Source: an optimization exercise on an open RTL-to-GDS flow (aim: small area). Production flows keep margins and buffers that such runs may drop. In this exercise RTL edits were held to simulation tests only and were not proved equivalent to the original. No driver is modelled on the clock port, so clocking that relies on it looks cheaper here than on a real chip. Power is estimated from default activity; no workload was simulated.

==> run a <==
==> flow/design.v <==
module BCD_Up_Down_Counter_top(
    input clk,
    input reset,
    input load,
    input [3:0] in,
    input [2:0] sel,
    input [4:0] speed,
    input upDown,
    input en,
    output [7:0] AN,
    output reg [6:0] a_to_g,
    output DP
);
    assign DP = 1'b1;
    reg [6:0] y;
    reg div;
    wire wrap = y[6];
    wire tick = wrap & ~div;
    always @(posedge clk) begin
        if (reset | wrap) y <= 7'd25;
        else y <= {1'b0, y[5:0]} + {2'b0, speed} + 7'd1;
        div <= ~reset & (div ^ wrap);
    end
    reg [4:0] sc;
    always @(posedge clk) sc <= reset ? 5'd0 : sc + 5'd1;
    wire [2:0] S = sc[4:2];
    assign AN = ~(8'b1 << S);
    wire U = upDown;
    wire [3:0] v = {in[3], in[2] & ~in[3], in[1] & ~in[3], in[0] | (in[3] & (in[2] | in[1]))};
    reg [2:0] pc;
    always @(*)
        case (v[3:1])
            3'd0: pc = 3'b000;
            3'd1: pc = 3'b001;
            3'd2: pc = 3'b011;
            3'd3: pc = 3'b110;
            default: pc = 3'b100;
        endcase
    wire [3:0] w = reset ? {U, 2'b00, U} : {pc, v[0]};
    wire ld = tick & load;
    reg [31:0] op;
    wire [8:0] e;
    assign e[0] = tick & ~load & en;
    genvar i;
    generate
        for (i = 0; i < 8; i = i + 1) begin : g
            wire b0 = op[4*i], s0 = op[4*i+1], s1 = op[4*i+2], s2 = op[4*i+3];
            wire le = reset | (ld & (sel == i));
            wire pe = e[i] & (b0 ^ U);           
            wire m = ~(s1 | s0), n = ~(s2 | s1);
            assign e[i+1] = pe & m & (s2 ^ U);   
            wire [2:0] sh = U ? {m, s2, s1} : {s1, s0, n};
            always @(posedge clk)
                op[4*i+3:4*i] <= le ? w : {pe ? sh : {s2, s1, s0}, b0 ^ e[i]};
        end
    endgenerate
    reg [3:0] digit;
    always @(posedge clk) digit <= op[4*S +: 4];
    always @(*) begin
        case (digit)
            4'b0000: a_to_g = 7'b0000001;   
            4'b0001: a_to_g = 7'b1001111;   
            4'b0010: a_to_g = 7'b0010010;   
            4'b0011: a_to_g = 7'b0000110;   
            4'b0110: a_to_g = 7'b1001100;   
            4'b0111: a_to_g = 7'b0100100;   
            4'b1100: a_to_g = 7'b0100000;   
            4'b1101: a_to_g = 7'b0001111;   
            4'b1000: a_to_g = 7'b0000000;   
            4'b1001: a_to_g = 7'b0000100;   
            default: a_to_g = 7'b1111111;
        endcase
    end
endmodule
==> flow/flow/run.sh <==
#!/bin/bash
# Own layout flow: the standard layout (standard.sh), with two changes:
#  - synthesis maps logic with an area-oriented ABC script (flow/abc_area.script)
#    instead of ORFS's delay-driven one; registers are mapped as before;
#  - the port buffers are the smallest buffer, sky130_fd_sc_hd__buf_1.
# Each tool's output goes to the logs ORFS writes under orfs/logs; make's own
# output goes to flow_make.log in the work folder.
set -euo pipefail
W=$(cd "$(dirname "$0")/.." && pwd)
cd "$W"
cat > "$W/own_synth.tcl" <<EOT
proc abc {args} {
  set i [lsearch -exact \$args -script]
  if {\$i >= 0} { lset args [expr {\$i + 1}] $W/flow/abc_area.script }
  yosys abc {*}\$args
}
source $W/synth_recipe.tcl
EOT
bash "$W/standard.sh" SYNTH_SCRIPT="$W/own_synth.tcl" \
  "BUFFER_PORTS_ARGS=-buffer_cell sky130_fd_sc_hd__buf_1" \
  finish > "$W/flow_make.log" 2>&1
==> flow/flow/abc_area.script <==
strash
balance -l
rewrite -l
refactor -l
balance -l
rewrite -l
rewrite -z -l
balance -l
refactor -z -l
rewrite -z -l
balance -l
dch -f
amap
topo
==> flow/standard.sh <==
#!/bin/bash
# synth_recipe.tcl (not shown) runs the flow's synth.tcl, then flattens the netlist and writes it again
# the make line also repeats each setting of config.mk as NAME=value (left out here)
make -C /OpenROAD-flow-scripts/flow DESIGN_CONFIG=/design/flow/config.mk WORK_HOME=/design/flow/orfs CLKGATE_MAP_FILE= SYNTH_SCRIPT=/design/flow/synth_recipe.tcl "${@:-finish}"
==> flow/config.mk <==
export PLATFORM = sky130hd
export DESIGN_NAME = BCD_Up_Down_Counter_top
export DESIGN_NICKNAME = BCD_Up_Down_Counter_top
export VERILOG_FILES = /design/flow/design.v
export SDC_FILE = /design/flow/constraint.sdc
export NUM_CORES = 4
export LEC_CHECK = 0
export CAP_MARGIN = 20
export CORE_MARGIN = 2
export CORE_UTILIZATION = 40
export SLEW_MARGIN = 20
==> flow/constraint.sdc <==
create_clock -name core_clock -period 10.0 [get_ports {clk}]
set_input_delay 2.0000 -clock core_clock [delete_from_list [all_inputs] [get_ports {clk}]]
set_output_delay 2.0000 -clock core_clock [all_outputs]
set_load 0.01 [all_outputs]
==> run b (differences from run a) <==
==> flow/design.v, changed modules only <==
module BCD_Up_Down_Counter_top(
    input clk,
    input reset,
    input load,
    input [3:0] in,
    input [2:0] sel,
    input [4:0] speed,
    input upDown,
    input en,
    output [7:0] AN,
    output reg [6:0] a_to_g,
    output DP
);
    assign DP = 1'b1;
    reg [6:0] y;
    reg div;
    wire wrap = y[6];
    wire tick = wrap & ~div;
    always @(posedge clk) begin
        if (reset | wrap) y <= 7'd25;
        else y <= {1'b0, y[5:0]} + {2'b0, speed} + 7'd1;
        div <= ~reset & (div ^ wrap);
    end
    reg [1:0] rc;
    reg [2:0] S;
    always @(posedge clk) begin
        rc <= reset ? 2'b00 : {rc[0], ~rc[1]};
        if (reset) S <= 3'd0;
        else if (rc == 2'b10) S <= S + 3'd1;
    end
    wire [7:0] dsel = 8'b1 << S;
    assign AN = ~dsel;
    wire U = upDown;
    wire [3:0] v = {in[3], in[2] & ~in[3], in[1] & ~in[3], in[0] | (in[3] & (in[2] | in[1]))};
    reg [2:0] pc;
    always @(*)
        case (v[3:1])
            3'd0: pc = 3'b000;
            3'd1: pc = 3'b001;
            3'd2: pc = 3'b011;
            3'd3: pc = 3'b110;
            default: pc = 3'b100;
        endcase
    wire [3:0] w = reset ? {U, 2'b00, U} : {pc, v[0]};
    wire ld = tick & load;
    reg [31:0] op;
    wire [8:0] e;
    assign e[0] = tick & ~load & en;
    genvar i;
    generate
        for (i = 0; i < 8; i = i + 1) begin : g
            wire b0 = op[4*i], s0 = op[4*i+1], s1 = op[4*i+2], s2 = op[4*i+3];
            wire le = reset | (ld & (sel == i));
            wire pe = e[i] & (b0 ^ U);           
            wire m = ~(s1 | s0), n = ~(s2 | s1);
            assign e[i+1] = pe & m & (s2 ^ U);   
            wire [2:0] sh = U ? {m, s2, s1} : {s1, s0, n};
            wire [2:0] s = {s2, s1, s0};
            wire [2:0] ts = le ? w[3:1] ^ s : {3{pe}} & (sh ^ s);
            always @(posedge clk)
                op[4*i+3:4*i] <= {reset ? {U, 2'b00} : s ^ ts, le ? w[0] : b0 ^ e[i]};
        end
    endgenerate
    reg [3:0] digit;
    reg [3:0] dmux;
    integer k;
    always @(*) begin
        dmux = 4'b0000;
        for (k = 0; k < 8; k = k + 1)
            dmux = dmux | ({4{dsel[k]}} & op[4*k +: 4]);
    end
    always @(posedge clk) digit <= dmux;
    wire [3:0] d = digit;
    always @(*) begin
        a_to_g[6] = (~d[3] & d[2] & ~d[0]) | (~d[3] & ~d[1] & d[0]);
        a_to_g[5] = (~d[3] & d[2] & d[0]) | (d[3] & d[2] & ~d[0]);
        a_to_g[4] = ~d[2] & d[1] & ~d[0];
        a_to_g[3] = (~d[3] & d[2] & ~d[0]) | (~d[3] & ~d[1] & d[0]) | (d[3] & d[2] & d[0]);
        a_to_g[2] = (~d[3] & d[2]) | d[0];
        a_to_g[1] = ~((~d[3] & d[2]) | (d[3] & ~d[2]) | (~d[1] & ~d[0]));
        a_to_g[0] = (~d[3] & ~d[1]) | (d[3] & d[2] & d[0]);
    end
endmodule
==> flow/flow/run.sh (replaced) <==
#!/bin/bash
# Own layout flow: the standard layout (standard.sh), with these changes:
#  - synthesis maps logic with an area-oriented ABC script (flow/abc_area.script)
#    instead of ORFS's delay-driven one, and without ORFS's full/half-adder
#    extraction; registers are mapped exactly as in the standard synthesis;
#  - the port buffers, and the buffer synthesis puts on the constant DP
#    output, are the smallest buffer, sky130_fd_sc_hd__buf_1;
#  - the clock tree is three clkbuf_8 leaf buffers driven by the clock port
#    (flow/clock_buffers.tcl, run as the pre-CTS hook); TritonCTS then finds
#    the clock already buffered and adds nothing.
# Each tool's output goes to the logs ORFS writes under orfs/logs; make's own
# output goes to flow_make.log in the work folder.
set -euo pipefail
W=$(cd "$(dirname "$0")/.." && pwd)
cd "$W"
cat > "$W/own_synth.tcl" <<EOT
proc abc {args} {
  set i [lsearch -exact \$args -script]
  if {\$i >= 0} { lset args [expr {\$i + 1}] $W/flow/abc_area.script }
  yosys abc {*}\$args
}
source $W/synth_recipe.tcl
EOT
bash "$W/standard.sh" SYNTH_SCRIPT="$W/own_synth.tcl" ADDER_MAP_FILE= \
  "MIN_BUF_CELL_AND_PORTS=sky130_fd_sc_hd__buf_1 A X" \
  "BUFFER_PORTS_ARGS=-buffer_cell sky130_fd_sc_hd__buf_1" \
  "PRE_CTS_TCL=$W/flow/clock_buffers.tcl" \
  "CTS_ARGS=-clk_nets clk -dont_use_dummy_load" \
  finish > "$W/flow_make.log" 2>&1
==> flow/flow/abc_area.script (replaced) <==
strash
dch -f
amap -m
mfs -a
strash
dch -f
amap -m
mfs -a
strash
dch -f
amap -m
topo
==> flow/flow/clock_buffers.tcl (new file) <==
# Pre-CTS hook: drive the flip-flops from three clock buffers fed straight
# from the clock port, one per group of nearby flip-flops, in place of
# TritonCTS's H-tree (which adds a root buffer and smaller leaf clusters).
proc own_clock_buffers {cell} {
  set block [ord::get_db_block]
  set dbu [$block getDbUnitsPerMicron]
  set sinks {}
  foreach inst [$block getInsts] {
    foreach it [$inst getITerms] {
      set net [$it getNet]
      if {[[$it getMTerm] getName] eq "CLK" && $net ne "NULL" && [$net getName] eq "clk"} {
        set bb [$inst getBBox]
        lappend sinks [list [expr {([$bb xMin] + [$bb xMax]) / 2}] \
                            [expr {([$bb yMin] + [$bb yMax]) / 2}] [$inst getName]]
      }
    }
  }
  # one third by x, the other two thirds split in half by y
  set sinks [lsort -integer -index 0 $sinks]
  set total [llength $sinks]
  set cut [expr {$total / 3}]
  set rest [lsort -integer -index 1 [lrange $sinks $cut end]]
  set half [expr {[llength $rest] / 2}]
  set groups [list [lrange $sinks 0 [expr {$cut - 1}]] \
                   [lrange $rest 0 [expr {$half - 1}]] [lrange $rest $half end]]
  set g 0
  foreach grp $groups {
    set sx 0; set sy 0; set pins {}
    foreach s $grp {
      set sx [expr {$sx + [lindex $s 0]}]
      set sy [expr {$sy + [lindex $s 1]}]
      lappend pins [get_pins [lindex $s 2]/CLK]
    }
    set cx [expr {double($sx) / [llength $grp] / $dbu}]
    set cy [expr {double($sy) / [llength $grp] / $dbu}]
    puts "clock buffer $g: [llength $grp] flip-flops at ($cx, $cy)"
    insert_buffer -buffer_cell $cell -net clk -load_pins $pins -location [list $cx $cy] \
      -buffer_name clkbuf_leaf_$g -net_name clk_leaf_$g
    incr g
  }
}
own_clock_buffers sky130_fd_sc_hd__clkbuf_8
Settings changed: CORE_UTILIZATION 40 to 75, GPL_TIMING_DRIVEN from default to 0.
==> notes <==
Between run a and run b, the lower combinational power is in run b (gap about 27%, measured against run b).
Between run a and run b, the lower final area is in run b (gap about 13%, measured against run b).
Between run b and run a, the lower routed wire length is in run b (gap 3.0%, measured against run a).
Against run a, the area after synthesis of run b is smaller by about 9%.
Between run a and run b, the lower sequential cell count is in run b (gap 3).
Of run b and run a, run a has the higher clock skew (gap 0.0062 ns).
In run a the critical path depth is lower than in run b, by 8.
Of run a and run b, run a has the higher clock power (gap 62%, measured against run b).

## afterwards: timing with drivers on the ports
In the flow no input, the clock included, has a driving cell. The finished layouts below were timed again as built, in two steps.
Step 1 sets driving cells, clkbuf_16 on the clock port and buf_2 on the other inputs (assumed; they add their load-dependent delay and slew).
Step 2 adds t to the input delays and takes it off the output delays; t is the mean of the earliest and latest rising clock arrival at the registers after step 1. Input paths then give back, and output paths get back, about the clock's delay inside the block.
Slacks: ideal ports / drivers / drivers and shift; pairs: ideal ports / drivers.
| run | t (ns) | setup slack, ns | worst setup path at the end | clock arrival spread, ns |
|---|---|---|---|---|
| run a | 0.338 | 2.910 / 2.920 / 2.582 | input to register | 0.010 / 0.010 |
| run b | 0.204 | 0.793 / 0.823 / 0.619 | input to register | 0.003 / 0.003 |
After both steps setup and hold are still met in every run listed. For run a, which loses most, drivers alone change the setup slack by +0.010 ns; drivers and shift together by -0.328 ns.
